What follows belongs to an exercise in optimizing a design on an open flow for small area and a short achievable clock period; a production flow would make more cautious choices. The RTL was checked by simulation tests, not by an equivalence proof against the original design. Power figures rest on the tool's default switching activity, not on a simulated workload.

$ cat flow/design.v
`timescale 1ns / 1ps
module IF_ID(clk,rst,adder,condn_flag,imem_addr,imem_rdata,IFD_RS1_Addr_In,IFD_RS2_Addr_In,IFD_NPC,IFD_IR
   );
   input clk;
   input rst;
   input [31:0] adder;
   input condn_flag;
   output [31:0] imem_addr;
   input [31:0] imem_rdata;
   output reg [4:0] IFD_RS1_Addr_In;
   output reg [4:0] IFD_RS2_Addr_In;
   output reg [31:0] IFD_NPC,IFD_IR;
   wire [31:0] IFD_PC;
   assign IFD_PC = (condn_flag==1'b1) ? adder : IFD_NPC;
   assign imem_addr = IFD_PC;
always@(posedge clk) begin
    if(rst) begin
        IFD_NPC <= 32'd0;
        IFD_IR <= 32'hFFFFFFFF;
    end
    else begin
        IFD_IR <= imem_rdata;
        case(imem_rdata[6:2])
    5'b01100,5'b01000,5'b11000: begin  
                IFD_RS1_Addr_In<=imem_rdata[19:15];
                IFD_RS2_Addr_In<=imem_rdata[24:20];
              end
    5'b00000,5'b00100: begin  
                IFD_RS1_Addr_In<=imem_rdata[19:15];
                IFD_RS2_Addr_In<=5'b0;
              end
    default: ;
            endcase
        IFD_NPC<=IFD_PC+4;
    end
end
endmodule
`timescale 1ns / 1ps
module IFD_EX_Register(IFD_NPC,IFD_IR,IFD_RS1_Addr_In,IFD_RS2_Addr_In,IFD_EX_NPC,IFD_EX_IR,IFD_EX_RS1_Addr_In,IFD_EX_RS2_Addr_In
    );
   input [31:0] IFD_NPC;
   input [31:0] IFD_IR;
   input [4:0]  IFD_RS1_Addr_In;
   input [4:0]  IFD_RS2_Addr_In;
   output reg [31:0] IFD_EX_NPC;
   output reg [31:0] IFD_EX_IR;
   output reg [4:0] IFD_EX_RS1_Addr_In;
   output reg [4:0] IFD_EX_RS2_Addr_In;
   always@(*)
   begin
   IFD_EX_NPC = IFD_NPC;
   IFD_EX_IR = IFD_IR;
   IFD_EX_RS1_Addr_In = IFD_RS1_Addr_In;
   IFD_EX_RS2_Addr_In = IFD_RS2_Addr_In;
   end
endmodule
`timescale 1ns / 1ps
module EX(clk,rst,Bypass_Flag,RS1_Out,RS2_Out,writeflag,dest_addr,MWB_Out,IFD_EX_RS1_Addr_In,IFD_EX_RS2_Addr_In,IFD_EX_IR,IFD_EX_NPC,EX_IR,ALU_Out,condn_flag,B_reg,EX_dest_reg,adder
    );
    input clk;
    input rst;
    input writeflag;
    input [1:0] Bypass_Flag;
    input [31:0] IFD_EX_NPC;
    input [31:0] IFD_EX_IR;
    input [31:0] dest_addr;
    input [31:0] MWB_Out;
    input [31:0] RS1_Out;
    input [31:0] RS2_Out;
    input [4:0] IFD_EX_RS1_Addr_In;
    input [4:0] IFD_EX_RS2_Addr_In;
    output reg condn_flag;
    output reg [31:0] EX_IR;
    output reg [31:0] ALU_Out;
    output reg [31:0] adder;
    output [4:0] EX_dest_reg;
    reg signed [31:0] A_reg;
    output reg signed [31:0] B_reg;
    reg signed [31:0] Register[1 : 31];      
    reg signed [31:0] Imm;
    wire [31:0] A,B;
    wire signed [31:0] RS1_Data, RS2_Data;
    assign RS1_Data = (IFD_EX_RS1_Addr_In==5'd0) ? 32'sd0 : Register[IFD_EX_RS1_Addr_In];
    assign RS2_Data = (IFD_EX_RS2_Addr_In==5'd0) ? 32'sd0 : Register[IFD_EX_RS2_Addr_In];
    always@(posedge clk) begin
    case(IFD_EX_IR[6:2])
    5'b01100,5'b01000,5'b11000: begin  
                A_reg<=RS1_Data;
                B_reg<=RS2_Data;
              end
    5'b00000,5'b00100: begin  
                A_reg<=RS1_Data;
              end
    default: ;
    endcase
    end
    always@(posedge clk) begin
        if(condn_flag!=1'b1) begin
        case(IFD_EX_IR[6:2])
        5'b00100,5'b00000,5'b00010:               
                  Imm<={{20{IFD_EX_IR[31]}},IFD_EX_IR[31:20]};
        5'b01000:                          
                  Imm<={{20{IFD_EX_IR[31]}},{IFD_EX_IR[31:25],IFD_EX_IR[11:7]}};
        5'b11000:
                  Imm<={{20{IFD_EX_IR[31]}},{IFD_EX_IR[31]},{IFD_EX_IR[7]},{IFD_EX_IR[30:25]},{IFD_EX_IR[11:8]},1'b0};
        default:  Imm<=32'b0;
        endcase
        end
    end
    always@(posedge clk) begin
        if(rst)
            EX_IR<=32'hFFFFFFFF;
        else if(condn_flag==1'b1)
            EX_IR<=32'hFFFFFFFF;               
        else
            EX_IR<=IFD_EX_IR;
    end
    assign A = (Bypass_Flag[0]==1'b1)?RS1_Out:A_reg;
    assign B = (Bypass_Flag[1]==1'b1)?RS2_Out:B_reg;
    always@(*) begin
    adder = 32'd0;
    case(EX_IR[6:2])
            5'b01100: begin                  
                      condn_flag=1'b0;
                      case(EX_IR[14:12])
                                    3'b111: ALU_Out = A & B;
                                    3'b110: ALU_Out = A | B;
                                    3'b001: ALU_Out = A<< B;
                                    3'b101: ALU_Out = A >>> B;
                                    3'b010: ALU_Out = (A< B)? 1'b1 : 1'b0;
                                    3'b000: begin
                                            if(EX_IR[30])
                                                ALU_Out= A - B;
                                            else
                                                ALU_Out= A + B;
                                            end
                                    default: ALU_Out = 32'd0;
                      endcase
                      end
            5'b00000: begin                
                      condn_flag=1'b0;
                      case(EX_IR[14:12])
                                    3'b000: ALU_Out = A_reg + Imm;
                                    3'b010: ALU_Out = A_reg + Imm;
                                    default: ALU_Out = 32'd0;
                      endcase
                      end
             5'b00100:begin  
                      condn_flag=1'b0;
                      case(EX_IR[14:12])
                                    3'b000: ALU_Out = A_reg + Imm;
                                    3'b010: ALU_Out = (A_reg < Imm) ? 1'b1 : 1'b0;
                                    default: ALU_Out = 32'd0;
                      endcase
                      end
            5'b01000: begin              
                      condn_flag=1'b0;
                      case(EX_IR[14:12])
                                    3'b010:ALU_Out = A_reg + Imm;
                                    default: ALU_Out = 32'd0;
                      endcase
                      end
            5'b11000: begin              
                      ALU_Out = 32'd0;
                      case(EX_IR[14:12])
                                    3'b000:adder = IFD_EX_NPC-4 + Imm;
                                    default: adder = 32'd0;
                      endcase
                      condn_flag=(A_reg==B_reg)?1'b1:1'b0;
                      end
          default: begin
                     condn_flag=1'b0;
                     ALU_Out=32'd0;
                     end
    endcase
    end
    assign EX_dest_reg = EX_IR[11:7];
always@(posedge clk) begin
    if( writeflag==1'b1) begin
        if(dest_addr[4:0]!=5'b00000) begin
            Register[dest_addr[4:0]]<=MWB_Out;
            end
    end
end
endmodule
`timescale 1ns / 1ps
module EX_MWB_Register(clk,rst,ALU_Out,EX_IR,EX_MWB_ALU_Out,EX_MWB_IR,LMD_addr
    );
    input clk;
    input rst;
    input [31:0] ALU_Out;
    input [31:0] EX_IR;
    output reg [31:0] EX_MWB_ALU_Out;
    output reg [31:0] EX_MWB_IR;
    output reg [31:0] LMD_addr;
    always@(posedge clk)
    begin
    EX_MWB_ALU_Out<= ALU_Out;
    if (rst)
        EX_MWB_IR <= 32'hFFFFFFFF;
    else
        EX_MWB_IR <= EX_IR;
    end
    always@(*)begin
    LMD_addr = ALU_Out;
    end
endmodule
`timescale 1ns / 1ps
module MWB(clk,EX_IR,B_reg,LMD_addr,EX_MWB_ALU_Out,EX_MWB_IR,dmem_re,dmem_we,dmem_rdata,writeflag,MWB_Out,dest_addr
    );
input clk;
input [31:0] EX_MWB_ALU_Out;
input [31:0] LMD_addr;
input [31:0] EX_MWB_IR;
input [31:0] EX_IR;
input [31:0] dmem_rdata;
output dmem_re;
output dmem_we;
output reg writeflag;
output reg [31:0] MWB_Out;
output reg [31:0] dest_addr;
input [31:0] B_reg;
reg [31:0] LMD;
assign dmem_we = (EX_IR[6:2]==5'b01000);       
assign dmem_re = (EX_IR[6:2]==5'b00000);       
always@(posedge clk)
begin
LMD<=dmem_re?dmem_rdata:LMD_addr;
end
always@(*) begin
    case(EX_MWB_IR[6:2])
            5'b01100,5'b00100: begin                     
                               MWB_Out=EX_MWB_ALU_Out;
                               dest_addr={27'd0,EX_MWB_IR[11:7]};
                               writeflag=1'b1;
                               end
            5'b00000         : begin                     
                               MWB_Out=LMD;
                               dest_addr={27'd0,EX_MWB_IR[11:7]};
                               writeflag=1'b1;
                               end
            default         :  begin
                               writeflag=1'b0;
                               dest_addr=32'd0;
                               MWB_Out=32'd0;
                               end
    endcase
end
endmodule
`timescale 1ns / 1ps
module CLB(
clk,
EX_IR,
ALU_Out,
EX_dest_reg,
IFD_RS1_Addr_In,
IFD_RS2_Addr_In,
Bypass_Flag,
RS1_Out,
RS2_Out
    );
    input [31:0] EX_IR;
    input clk;
    input [31:0] ALU_Out;
    input [4:0] EX_dest_reg;
    input [4:0] IFD_RS1_Addr_In;
    input [4:0] IFD_RS2_Addr_In;
    output reg [1:0] Bypass_Flag;
    output reg [31:0] RS1_Out;
    output reg [31:0] RS2_Out;
    always@(posedge clk)
    begin
        RS1_Out <= 0;
        Bypass_Flag <= 0;
        RS2_Out <= 0;
	if(EX_IR[6:2] == 5'b00000)  begin
	end
	else begin
    if(EX_dest_reg == IFD_RS1_Addr_In)
        begin
            RS1_Out <= ALU_Out;
            Bypass_Flag[0] <= 1'b1;
        end
    if(EX_dest_reg == IFD_RS2_Addr_In)
        begin
            RS2_Out <= ALU_Out;
            Bypass_Flag[1] <= 1'b1;
        end
	end
    end
endmodule
`timescale 1ns / 1ps
module Riscv(
    input         clk,
    input         rst,
    output [31:0] imem_addr,
    input  [31:0] imem_rdata,
    output [31:0] dmem_addr,
    output        dmem_re,
    output        dmem_we,
    output [31:0] dmem_wdata,
    input  [31:0] dmem_rdata,
    output        wb_we,
    output [4:0]  wb_rd,
    output [31:0] wb_data
);
wire condn_flag;
wire [1:0] Bypass_Flag;
wire [31:0] ALU_Out;
wire [31:0] IFD_NPC;
wire [31:0] IFD_IR;
wire [4:0]  IFD_RS1_Addr_In;
wire [4:0]  IFD_RS2_Addr_In;
wire [31:0] RS1_Out;
wire [31:0] RS2_Out;
wire [4:0]  EX_dest_reg;
wire [31:0] IFD_EX_NPC;
wire [31:0] IFD_EX_IR;
wire [31:0] EX_IR;
wire [4:0]  IFD_EX_RS1_Addr_In;
wire [4:0]  IFD_EX_RS2_Addr_In;
wire [31:0] EX_MWB_ALU_Out;
wire [31:0] MWB_Out;
wire [31:0] EX_MWB_IR;
wire [31:0] B_reg;
wire        writeflag;
wire [31:0] dest_addr;
wire [31:0] LMD_addr;
wire [31:0] adder;
IF_ID if_id(.clk(clk),.rst(rst),.adder(adder),.condn_flag(condn_flag),.imem_addr(imem_addr),.imem_rdata(imem_rdata),.IFD_RS1_Addr_In(IFD_RS1_Addr_In),.IFD_RS2_Addr_In(IFD_RS2_Addr_In),.IFD_NPC(IFD_NPC),.IFD_IR(IFD_IR));
IFD_EX_Register ifd_ex(.IFD_NPC(IFD_NPC),.IFD_IR(IFD_IR),.IFD_RS1_Addr_In(IFD_RS1_Addr_In),.IFD_RS2_Addr_In(IFD_RS2_Addr_In),.IFD_EX_NPC(IFD_EX_NPC),.IFD_EX_IR(IFD_EX_IR),.IFD_EX_RS1_Addr_In(IFD_EX_RS1_Addr_In),.IFD_EX_RS2_Addr_In(IFD_EX_RS2_Addr_In));
EX  ex(.clk(clk),.rst(rst),.Bypass_Flag(Bypass_Flag),.RS1_Out(RS1_Out),.RS2_Out(RS2_Out),.writeflag(writeflag),.dest_addr(dest_addr),.MWB_Out(MWB_Out),.IFD_EX_RS1_Addr_In(IFD_EX_RS1_Addr_In),.IFD_EX_RS2_Addr_In(IFD_EX_RS2_Addr_In),.IFD_EX_IR(IFD_EX_IR),.IFD_EX_NPC(IFD_EX_NPC),.EX_IR(EX_IR),.ALU_Out(ALU_Out),.condn_flag(condn_flag),.B_reg(B_reg),.EX_dest_reg(EX_dest_reg),.adder(adder));
EX_MWB_Register ex_mwb(.clk(clk),.rst(rst),.ALU_Out(ALU_Out),.EX_IR(EX_IR),.EX_MWB_ALU_Out(EX_MWB_ALU_Out),.EX_MWB_IR(EX_MWB_IR),.LMD_addr(LMD_addr));
MWB mwb(.clk(clk),.EX_IR(EX_IR),.B_reg(B_reg),.LMD_addr(LMD_addr),.EX_MWB_ALU_Out(EX_MWB_ALU_Out),.EX_MWB_IR(EX_MWB_IR),.dmem_re(dmem_re),.dmem_we(dmem_we),.dmem_rdata(dmem_rdata),.writeflag(writeflag),.MWB_Out(MWB_Out),.dest_addr(dest_addr));
CLB clb(.clk(clk),.EX_IR(EX_IR),.ALU_Out(ALU_Out),.EX_dest_reg(EX_dest_reg),.IFD_RS1_Addr_In(IFD_RS1_Addr_In),.IFD_RS2_Addr_In(IFD_RS2_Addr_In),.Bypass_Flag(Bypass_Flag),.RS1_Out(RS1_Out),.RS2_Out(RS2_Out));
assign dmem_addr  = LMD_addr;
assign dmem_wdata = B_reg;
assign wb_we      = writeflag;
assign wb_rd      = dest_addr[4:0];
assign wb_data    = MWB_Out;
endmodule
$ cat flow/run.sh
#!/bin/bash
# synth_recipe.tcl (not shown) runs the flow's synth.tcl, then flattens the netlist and writes it again
# the make line also repeats each setting of config.mk as NAME=value (left out here)
make -C /OpenROAD-flow-scripts/flow DESIGN_CONFIG=/design/flow/config.mk WORK_HOME=/design/flow/orfs CLKGATE_MAP_FILE= SYNTH_SCRIPT=/design/flow/synth_recipe.tcl finish
$ cat flow/config.mk
export PLATFORM = sky130hd
export DESIGN_NAME = Riscv
export DESIGN_NICKNAME = Riscv
export VERILOG_FILES = /design/flow/design.v
export SDC_FILE = /design/flow/constraint.sdc
export NUM_CORES = 4
export LEC_CHECK = 0
export CAP_MARGIN = 20
export CORE_MARGIN = 2
export CORE_UTILIZATION = 40
export SLEW_MARGIN = 20
$ cat flow/constraint.sdc
create_clock -name core_clock -period 8.0 [get_ports {clk}]
set_input_delay 1.6000 -clock core_clock [delete_from_list [all_inputs] [get_ports {clk}]]
set_output_delay 1.6000 -clock core_clock [all_outputs]
set_load 0.01 [all_outputs]
==> implementation parameters, run 1 <==
Parameter                              Value

Final layout
  Most common cell after layout, fill and taps aside ... sky130_fd_sc_hd__edfxtp_1
  Sequential cell area in the final layout ... about 37,000 µm²
  Final core utilization ... roughly 46%
  Post-synthesis to final-layout area growth ... 14.9%
  Net total in the final layout ... 5,738
  Layout cells sized above 1 ... about a fifth
  Commonest non-fill, non-tap cells in the layout ... sky130_fd_sc_hd__edfxtp_1 (1,079), sky130_fd_sc_hd__mux4_2 (427), sky130_fd_sc_hd__mux2i_1 (366)
  Flip-flop count of the largest register, all copies and words added ... 992
  Fillcell total ... approximately 15,000
  Footprint of the multi-input gates ... 31,000 µm²

Floorplan
  Standard cell core area ... between 150,000 and 200,000 µm²
  Die Wd ... between 400 and 500 µm
  DIE AREA ... ~180,000 µm²
  Die H ... around 420 µm
  Initial core utilization ... 40.2%
  I/O pin count ... roughly 200
  Number of cell rows ... roughly 150

STA
  Number of max-slew violations in the final report ... 0
  Unrepaired setup endpoints after global routing ... true
  Worst slew margin relative to its limit ... 29.7%
  Hold Slack ... approximately 0.42 ns
  Share of the cycle needed by the critical path after routing ... 98.0%
  Final period demand of the worst path ... a little under 8 ns
  Number of hold-slack violations in the final timing report ... 0
  Final number of setup-violating endpoints ... 0
  Maximum frequency from static timing analysis ... about 130 MHz
  Pin slew with the least headroom to its limit ... ~1.0 ns
  Setup_tns ... 0 ns
  Worst clock skew on the final layout ... between 0.04 and 0.05 ns

Global routing
  Total global routing overflow ... 0
  Aggregate global-route resource usage ... a little over a quarter
  Vias in the first global route ... around 50,000
  Antenna violations before repair ... 8
  Global-route wire length before repair ... between 300,000 and 400,000 µm
  Met2 track demand over resource ... between 40% and 50%
  Maximum number of pins on one net before global-route repair ... 124
  Met3 Usage GRT ... under 10%
  Grt peak-use layer ... met2
  Met1 track utilization from global routing ... about a third

Worst hold path
  Startpoint of the tightest hold check path ... if_id.IFD_IR[13]
  Hold path cells ... 1
  Type of the most critical hold path ... reg2reg
  Destination of the worst hold path ... ex.EX_IR[13]

Clock tree
  Count of hold buffers inserted by post-cts repair ... 0
  Number of CTS-inserted buffers ... between 100 and 150
  Number of buffers added for setup after CTS ... 0
  H-tree lvl count ... 4
  CTS root buf ... sky130_fd_sc_hd__clkbuf_16
  Cells resized by post-CTS repair ... 2
  Clock tree from TritonCTS ... yes
  Clock latency on the worst-skew pair ... 0.79 ns
  Max clock buf depth ... 3
  Sink count of the clock tree ... roughly 1,300
  Clock transition at the registers of the reported paths ... 0.06 ns

Power and ir drop
  Internal power contribution ... ~11 mW
  Net load switching power ... around 3.4 mW
  Pwr Total ... 14.8 mW
  Power per cell area ... between 150 and 200 nW/µm²
  Part of the total power dissipated in combinational logic ... roughly 6.2%
  Clk pwr share ... between 40% and 50%
  Sw Ratio ... 23.0%
  Static leakage power ... roughly 25 nW
  Sequential power share ... roughly half
  Maximum vdd drop ... between 0.15 and 0.2 mV

Place
  Final Wtd Congestion ... approximately 0.97
  Number of buffers inserted by port buffering ... between 150 and 200
  Placed wire-length estimate after detailed placement ... ~160,000 µm

Drt
  Average via count per standard cell ... approximately 6.2
  Via count ... approximately 50,000
  Initial DRT Pass Iterations ... 6
  Number of design rule violations left after detail routing ... 0
  Drt total wl ... about 240,000 µm
  Detail-routed net length per standard cell ... just over 30 µm
  Post-DRT Antenna Nets ... 0
  Violation count after the first detailed-route iteration ... ~5,300

Job
  Maxcap violations ... 0

Worst setup path
  Worst reg2reg endpoint ... mwb.LMD[18]
  Required time worst endpoint ... 6.40 ns
  Highest fanout seen on the critical path ... 25
  Startpoint Class ... register
  Worst-case register-to-register setup slack ... between 2 and 3 ns
  Worst flop-to-flop path startpoint ... clb.Bypass_Flag[1]
  Kind of end point of the critical path ... output pin
  Critical path's slowest cell ... sky130_fd_sc_hd__dfxtp_4
  Worst path max stage delay ... 0.64 ns
  Cell-by-cell listing of the critical path ... buf_4 -> mux2i_4 -> buf_4 -> ha_1 -> o21ai_0 -> a31oi_1 -> o41ai_1 -> buf_4 -> o31ai_1 -> buf_4 -> o221ai_1 -> xnor2_1 -> o21ai_0 -> a22oi_1 -> inv_1 -> clkdlybuf4s50_1
  Worst path arrival time ... about 6.2 ns
  Most prevalent standard cell on the critical path ... sky130_fd_sc_hd__buf_4
  Worst reg-to-reg path cell count ... 16
  Worst setup path category ... reg2out

Yosys
  Async SR Flop Fraction ... 0%
  Warning count from the yosys run ... 6
  Syn Area/Cell ... about 13 µm²
  Main synth FF type ... sky130_fd_sc_hd__edfxtp_1
  Total nets after synthesis ... approximately 5,500
  Synthesized instance count ... approximately 5,200
  Top cells by area in the synthesized netlist ... sky130_fd_sc_hd__edfxtp_1 (47%), sky130_fd_sc_hd__mux4_2 (14%), sky130_fd_sc_hd__dfxtp_1 (6.1%)
  Share of the synthesized area in the top cell type ... a little under half
  Distinct cell type count of the synthesized netlist ... just under 100
  Yosys top cell by area ... sky130_fd_sc_hd__edfxtp_1
  Synth Cell Area ... between 60,000 and 70,000 µm²
  Portion of the post-synthesis area used by sequential elements ... a little over half
  Flip-flop and latch count after synthesis ... between 1,000 and 1,500
  EDFF count, synth ... approximately 1,100

Status
  Outcome ... complete, no violations
cells by family (layout without fill, tap and decap cells):
kind of cell / count (synthesis) / in the layout / share of synthesized area [%]
xor+xnor: 123 / 123 / 1.55
mux: 926 / 926 / 21.2
compound gates: 1070 / 1070 / 10.1
flops: 1290 / 1290 / 52.6
fa+ha+maj: 225 / 225 / 4.09
other cells: 0 / 3 / 0
simple gates: 983 / 983 / 6.92
buf+inv: 631 / 942 / 3.49
metrics by stage:
step	area [µm²]	setup WS, ns	std cells
final	79900	0.164	7887
after global routing	79900	-0.00896	7884
after CTS	79900	0.0215	7884
after detailed placement	75100	0.560	7626
after global placement	75100	0.532	7626
after floorplan	69600	1.86	5248
cells in the mapped netlist, types with 33 or more instances:
cell type	n
sky130_fd_sc_hd__edfxtp_1	1079
sky130_fd_sc_hd__mux4_2	427
sky130_fd_sc_hd__mux2i_1	372
sky130_fd_sc_hd__nor2_1	340
sky130_fd_sc_hd__a21oi_1	333
sky130_fd_sc_hd__inv_1	283
sky130_fd_sc_hd__clkbuf_1	239
sky130_fd_sc_hd__o21ai_0	224
sky130_fd_sc_hd__ha_1	221
sky130_fd_sc_hd__dfxtp_1	211
sky130_fd_sc_hd__nand2_1	176
sky130_fd_sc_hd__mux2_2	126
sky130_fd_sc_hd__nor3_1	126
sky130_fd_sc_hd__a221oi_1	115
sky130_fd_sc_hd__buf_1	71
sky130_fd_sc_hd__xnor2_1	69
sky130_fd_sc_hd__o221ai_1	60
sky130_fd_sc_hd__xor2_1	54
sky130_fd_sc_hd__nor2b_1	50
sky130_fd_sc_hd__or3_1	47
sky130_fd_sc_hd__nand3_1	42
sky130_fd_sc_hd__or2_2	41
sky130_fd_sc_hd__a22o_1	37
sky130_fd_sc_hd__nor4_1	33
power groups by stage:
stage                     clock network [mW]  registers [mW]  logic, mW
after global routing                    6.98            7.23      0.971
after detailed placement                   0            7.37      0.897
after CTS                               6.72            7.23      0.901
after global placement                     0            7.37      0.897
after floorplan                            0            7.35      0.590
final                                   6.63            7.23      0.914
area by class of cell:
cell class / count / share of cell area [%]
tap: 2325 / 3.64
clock buffer: 179 / 4.78
multi-input combinational: 3327 / 38.8
antenna: 3 / 0.00939
inverter: 287 / 1.35
clock inverter: 79 / 1.12
timing repair buffer: 397 / 4.52
sequential: 1290 / 45.8
routing by layer:
metal	part of all wire, %	wire length [µm]	up-vias
met1	39	94600	25100
li1	-	-	21000
met3	8.5	20700	531
met4	5.2	12600	0
met5	0	0	-
met2	48	117000	2341
critical path: cells and delay by family, from the launching register on:
kind | cells | cell delay, ns
AO/OA/AOI/OAI | 7 | 2.25
XOR/XNOR | 1 | 0.37
adder cells (fa/ha/maj) | 1 | 0.22
buffers and inverters | 6 | 1.71
flip-flops | 1 | 0.64
multiplexers | 1 | 0.25
how the worst max path moves through the flow:
stage                       startpoint       endpoint  slack, ns  cells past startpoint
floorplan           clb.Bypass_Flag[1]  dmem_addr[30]       1.86                     17
global placement    clb.Bypass_Flag[1]  dmem_addr[31]       0.53                     17
detailed placement  clb.Bypass_Flag[1]  dmem_addr[31]       0.56                     17
CTS                 clb.Bypass_Flag[0]  dmem_addr[30]       0.02                     17
global route        clb.Bypass_Flag[0]  dmem_addr[31]     -0.009                     15
finish              clb.Bypass_Flag[1]  dmem_addr[18]       0.16                     16
==> run 2, diff against run 1 <==
==> flow/design.v (replaced) <==
`timescale 1ns / 1ps
module Riscv(
    input         clk,
    input         rst,
    output [31:0] imem_addr,
    input  [31:0] imem_rdata,
    output [31:0] dmem_addr,
    output        dmem_re,
    output        dmem_we,
    output [31:0] dmem_wdata,
    input  [31:0] dmem_rdata,
    output        wb_we,
    output [4:0]  wb_rd,
    output [31:0] wb_data
);
reg  [31:1] pc;         
reg  [31:2] ir;         
reg  [31:0] xr;         
reg  [31:0] br;         
reg         bf1, bf2;   
reg         ex_r, ex_pass, ex_ld, ex_st, ex_tk, ex_we;
reg  [3:0]  ex_op;      
reg  [4:0]  ex_rd;      
reg  [31:0] wb;         
reg         wb_v;
reg  [4:0]  wb_a;
reg  [31:0] rf [1:31];
wire [31:1] fetch = ex_tk ? xr[31:1] : pc;
assign imem_addr = {fetch, 1'b0};
always @(posedge clk) begin
    pc <= rst ? 31'd0 : fetch + 31'd2;
    ir <= imem_rdata[31:2];
    if (rst) begin
        ir[2]    <= 1'b1;           
        ir[11:7] <= 5'h1f;
    end
end
wire [4:0] op  = ir[6:2];
wire [2:0] f3  = ir[14:12];
wire [4:0] rs1 = ir[19:15];
wire [4:0] rs2 = ir[24:20];
wire d_r = (op == 5'b01100);
wire d_i = (op == 5'b00100);
wire d_l = (op == 5'b00000);
wire d_s = (op == 5'b01000);
wire d_b = (op == 5'b11000);
wire [31:0] v1 = (rs1 == 5'd0) ? 32'd0 : rf[rs1];
wire [31:0] v2 = (rs2 == 5'd0) ? 32'd0 : rf[rs2];
wire [31:0] imm_i = {{20{ir[31]}}, ir[31:20]};
wire [31:0] imm_s = {{20{ir[31]}}, ir[31:25], ir[11:7]};
wire [31:0] imm_b = {{20{ir[31]}}, ir[7], ir[30:25], ir[11:8], 1'b0};
wire [31:0] sum   = v1 + (d_s ? imm_s : imm_i);
wire        slt   = (v1[31] != imm_i[31]) ? v1[31] : (v1[30:0] < imm_i[30:0]);
wire [31:0] tgt   = {pc, 1'b0} + imm_b;
reg [31:0] pre;
always @(*) begin
    pre = 32'd0;
    case (1'b1)
        d_r: pre = v1;
        d_i: if (f3 == 3'b000) pre = sum; else if (f3 == 3'b010) pre = {31'd0, slt};
        d_l: if (f3 == 3'b000 || f3 == 3'b010) pre = sum;
        d_s: if (f3 == 3'b010) pre = sum;
        d_b: if (f3 == 3'b000) pre = tgt;
        default: ;
    endcase
end
wire kill = rst | ex_tk;
always @(posedge clk) begin
    xr      <= pre;
    br      <= v2;
    bf1     <= !ex_ld && (ex_rd == rs1);
    bf2     <= !ex_ld && (ex_rd == rs2);
    ex_op   <= {ir[30], f3};
    ex_r    <= !kill && d_r;
    ex_pass <= !kill && (d_i || d_s);
    ex_ld   <= !kill && d_l;
    ex_st   <= !kill && d_s;
    ex_tk   <= !kill && d_b && (v1 == v2);
    ex_we   <= !kill && (d_r || d_i || d_l);
    ex_rd   <= kill ? 5'h1f : ir[11:7];
end
wire [31:0] a = bf1 ? wb : xr;
wire [31:0] b = bf2 ? wb : br;
wire        big = |b[31:5];
reg [31:0] alu;
always @(*) begin
    case (ex_op[2:0])
        3'b000:  alu = ex_op[3] ? a - b : a + b;
        3'b111:  alu = a & b;
        3'b110:  alu = a | b;
        3'b001:  alu = big ? 32'd0 : a << b[4:0];
        3'b101:  alu = big ? 32'd0 : a >> b[4:0];
        3'b010:  alu = {31'd0, a < b};
        default: alu = 32'd0;
    endcase
end
wire [31:0] exres = ex_r ? alu : (ex_pass ? xr : 32'd0);
assign dmem_addr  = xr;
assign dmem_re    = ex_ld;
assign dmem_we    = ex_st;
assign dmem_wdata = br;
always @(posedge clk) begin
    wb   <= ex_ld ? dmem_rdata : exres;
    wb_v <= !rst && ex_we;
    wb_a <= ex_rd;
end
always @(posedge clk)
    if (wb_v && wb_a != 5'd0)
        rf[wb_a] <= wb;
assign wb_we   = wb_v;
assign wb_rd   = wb_a;
assign wb_data = wb;
endmodule
==> implementation parameters, run 2 <==
Parameter                              Value

Drt
  Initial DRT Pass Iterations ... 6
  Violation count after the first detailed-route iteration ... 5,620
  Number of design rule violations left after detail routing ... 0
  Drt total wl ... between 200,000 and 250,000 µm
  Via count ... 45,800
  Average via count per standard cell ... 6.34
  Post-DRT Antenna Nets ... 0
  Detail-routed net length per standard cell ... 33.3 µm

STA
  Final period demand of the worst path ... roughly 6.5 ns
  Number of hold-slack violations in the final timing report ... 0
  Setup_tns ... 0 ns
  Pin slew with the least headroom to its limit ... roughly 1.1 ns
  Share of the cycle needed by the critical path after routing ... between 80% and 90%
  Unrepaired setup endpoints after global routing ... false
  Worst clock skew on the final layout ... ~0.064 ns
  Worst slew margin relative to its limit ... 23.3%
  Number of max-slew violations in the final report ... 0
  Maximum frequency from static timing analysis ... 155 MHz
  Final number of setup-violating endpoints ... 0

Clock tree
  CTS root buf ... sky130_fd_sc_hd__clkbuf_16
  Number of buffers added for setup after CTS ... 0
  Cells resized by post-CTS repair ... 0
  Clock transition at the registers of the reported paths ... 0.06 ns
  H-tree lvl count ... 4
  Number of CTS-inserted buffers ... between 100 and 150
  Clock latency on the worst-skew pair ... roughly 0.81 ns
  Sink count of the clock tree ... 1,172
  Count of hold buffers inserted by post-cts repair ... 0
  Clock tree from TritonCTS ... yes
  Max clock buf depth ... 3

Yosys
  Most frequently used cell type in the post-synthesis netlist ... sky130_fd_sc_hd__edfxtp_1
  Main synth FF type ... sky130_fd_sc_hd__edfxtp_1
  Flip-flop and latch count after synthesis ... between 1,000 and 1,500
  Yosys top cell by area ... sky130_fd_sc_hd__edfxtp_1
  Async SR Flop Fraction ... 0%
  Synthesized instance count ... around 4,800
  Synth cell count leaders ... sky130_fd_sc_hd__edfxtp_1 (992), sky130_fd_sc_hd__mux4_2 (489), sky130_fd_sc_hd__nor2_1 (318)
  Top cells by area in the synthesized netlist ... sky130_fd_sc_hd__edfxtp_1 (46%), sky130_fd_sc_hd__mux4_2 (17%), sky130_fd_sc_hd__dfxtp_1 (5.6%)
  Portion of the post-synthesis area used by sequential elements ... between 50% and 60%
  EDFF count, synth ... 992
  Warning count from the yosys run ... 1
  Total nets after synthesis ... a little over 5,000
  Syn Area/Cell ... approximately 14 µm²
  Synth Cell Area ... roughly 65,000 µm²
  Distinct cell type count of the synthesized netlist ... between 80 and 90
  Share of the synthesized area in the top cell type ... between 40% and 50%

Worst setup path
  Cell-by-cell listing of the critical path ... buf_12 -> mux4_2 -> mux4_2 -> a22oi_1 -> inv_2 -> fa_1 -> a21o_1 -> a21oi_1 -> o21a_1 -> o41ai_1 -> a211oi_1 -> o21ai_1 -> a21oi_1 -> nor4_1 -> mux2i_1 -> a31oi_1 -> a221o_1
  Critical path's slowest cell ... sky130_fd_sc_hd__dfxtp_4
  Required time worst endpoint ... slightly below 9 ns
  Kind of end point of the critical path ... register
  Worst setup path category ... reg2reg
  Worst path max stage delay ... a little over 0.8 ns
  Highest fanout seen on the critical path ... 48
  Startpoint Class ... register
  Worst path arrival time ... 7.13 ns
  Worst-case register-to-register setup slack ... about 1.5 ns

Final layout
  Commonest non-fill, non-tap cells in the layout ... sky130_fd_sc_hd__edfxtp_1 (992), sky130_fd_sc_hd__mux4_2 (489), sky130_fd_sc_hd__nand2_1 (315)
  Most common cell after layout, fill and taps aside ... sky130_fd_sc_hd__edfxtp_1
  Fillcell total ... ~14,000
  Net total in the final layout ... about 5,200
  Final core utilization ... about 46%
  Post-synthesis to final-layout area growth ... 13.9%
  Flip-flop count of the largest register, all copies and words added ... roughly 990
  Layout cells sized above 1 ... 19.1%

Place
  Number of buffers inserted by port buffering ... roughly 200
  Placed wire-length estimate after detailed placement ... 160,000 µm
  Final Wtd Congestion ... around 0.99

Floorplan
  Standard cell core area ... around 160,000 µm²
  Number of cell rows ... roughly 150
  DIE AREA ... ~170,000 µm²
  Die Wd ... 406 µm
  I/O pin count ... roughly 200
  Initial core utilization ... just over 40%
  Die H ... a little over 400 µm

Status
  Outcome ... complete, no violations

Global routing
  Total global routing overflow ... 0
  Global-route wire length before repair ... between 300,000 and 400,000 µm
  Vias in the first global route ... 44,400
  Maximum number of pins on one net before global-route repair ... approximately 140
  Aggregate global-route resource usage ... about 29%
  Antenna violations before repair ... 21

Job
  Maxcap violations ... 0

Power and ir drop
  Maximum vdd drop ... ~0.23 mV
  Power per cell area ... roughly 190 nW/µm²
  Static leakage power ... approximately 26 nW

Worst hold path
  Type of the most critical hold path ... reg2reg
==> run 2: area by class of cell <==
class                      count  area (µm²)  share of cell area (%)
antenna                        4        10.0                  0.0136
clock buffer                 173        3500                    4.75
clock inverter                55         641                   0.869
inverter                     182         691                   0.937
multi-input combinational   3109       29400                    39.9
sequential                  1172       33400                    45.3
tap                         2160        2700                    3.67
timing repair buffer         361        3350                    4.54
==> run 2: logic make-up after synthesis <==
family          share of synthesized area (%)
flops                                    51.6
mux                                      22.2
buf+inv                                  3.48
fa+ha+maj                                3.91
xor+xnor                                 1.95
other cells                           0.00579
simple gates                             6.30
compound gates                           10.6
==> run 2: final timing paths <==
kind,from,end,cells after the start
max,ir[15],xr[30],17
max reg2reg,ir[15],xr[30],17
min reg2reg,ex_rd[0],wb_a[0],0
min,ex_rd[0],wb_a[0],0
==> run 2: power breakdown <==
group | switching, mW | internal (mW)
logic | 1.04 | 0.627
registers | 0.104 | 6.56
clock network | 2.58 | 3.34
total | 3.72 | 10.5
==> run 2: layer usage <==
layer | track usage [%] | vias to the layer above | wire length (µm) | share of wire, %
met4 | 13.0 | 4 | 12100 | 5.0
met2 | 44.7 | 2443 | 110000 | 46
met1 | 38.7 | 23600 | 95000 | 40
met3 | 6.37 | 489 | 23600 | 9.8
met5 | 0 | - | 32 | 0.013
li1 | - | 19200 | - | -
==> run 2: worst max-delay path: cells and delay by family, from the launching register on <==
| family | cells | cell delay (ns) |
|---|---|---|
| flops | 1 | 0.83 |
| simple gates | 1 | 0.13 |
| compound gates | 10 | 3.04 |
| buf+inv | 2 | 0.61 |
| mux | 3 | 1.27 |
| fa+ha+maj | 1 | 0.45 |
==> run 2: metrics by stage <==
| step | hold slack [ns] | cells | setup slack [ns] | power [mW] | cell area, µm² |
|---|---|---|---|---|---|
| 2_1_floorplan | 0.359 | 4793 | 2.97 | 7.82 | 64700 |
| 3_3_place_gp | 0.404 | 6983 | 1.60 | 8.43 | 69500 |
| 3_5_place_dp | 0.407 | 6984 | 1.59 | 8.43 | 69600 |
| 4_1_cts | 0.443 | 7212 | 1.57 | 14.3 | 73700 |
| 5_1_grt | 0.451 | 7213 | 1.21 | 14.7 | 73700 |
| 6_report | 0.433 | 7216 | 1.54 | 14.3 | 73700 |

==> what the ideal ports hide <==
The results above use ideal ports. As a check the final layouts listed here were re-extracted and re-timed, cells and wires unchanged.
Step 1 (the two cells are an assumption about what drives the block):
set clk [get_ports {clk}]
set_driving_cell -lib_cell sky130_fd_sc_hd__clkbuf_16 $clk
set_driving_cell -lib_cell sky130_fd_sc_hd__buf_2 [delete_from_list [all_inputs] $clk]
Step 2 adds t to the input delays and takes it off the output delays; t is the mean of the earliest and latest rising clock arrival at the registers after step 1. Input paths then give back, and output paths get back, about the clock's delay inside the block.
Three values: ideal ports, drivers, drivers and shift; two values: the first two.
| run | t, ns | setup WS [ns] | latest minus earliest clock arrival (ns) | pins driven straight from the clock port |
|---|---|---|---|---|
| run 1 | 0.851 | 0.164 / 0.077 / 0.929 | 0.047 / 0.047 | 1 |
| run 2 | 0.856 | 1.538 / 1.538 / 1.538 | 0.064 / 0.064 | 1 |
After both steps setup and hold are still met in every run listed.
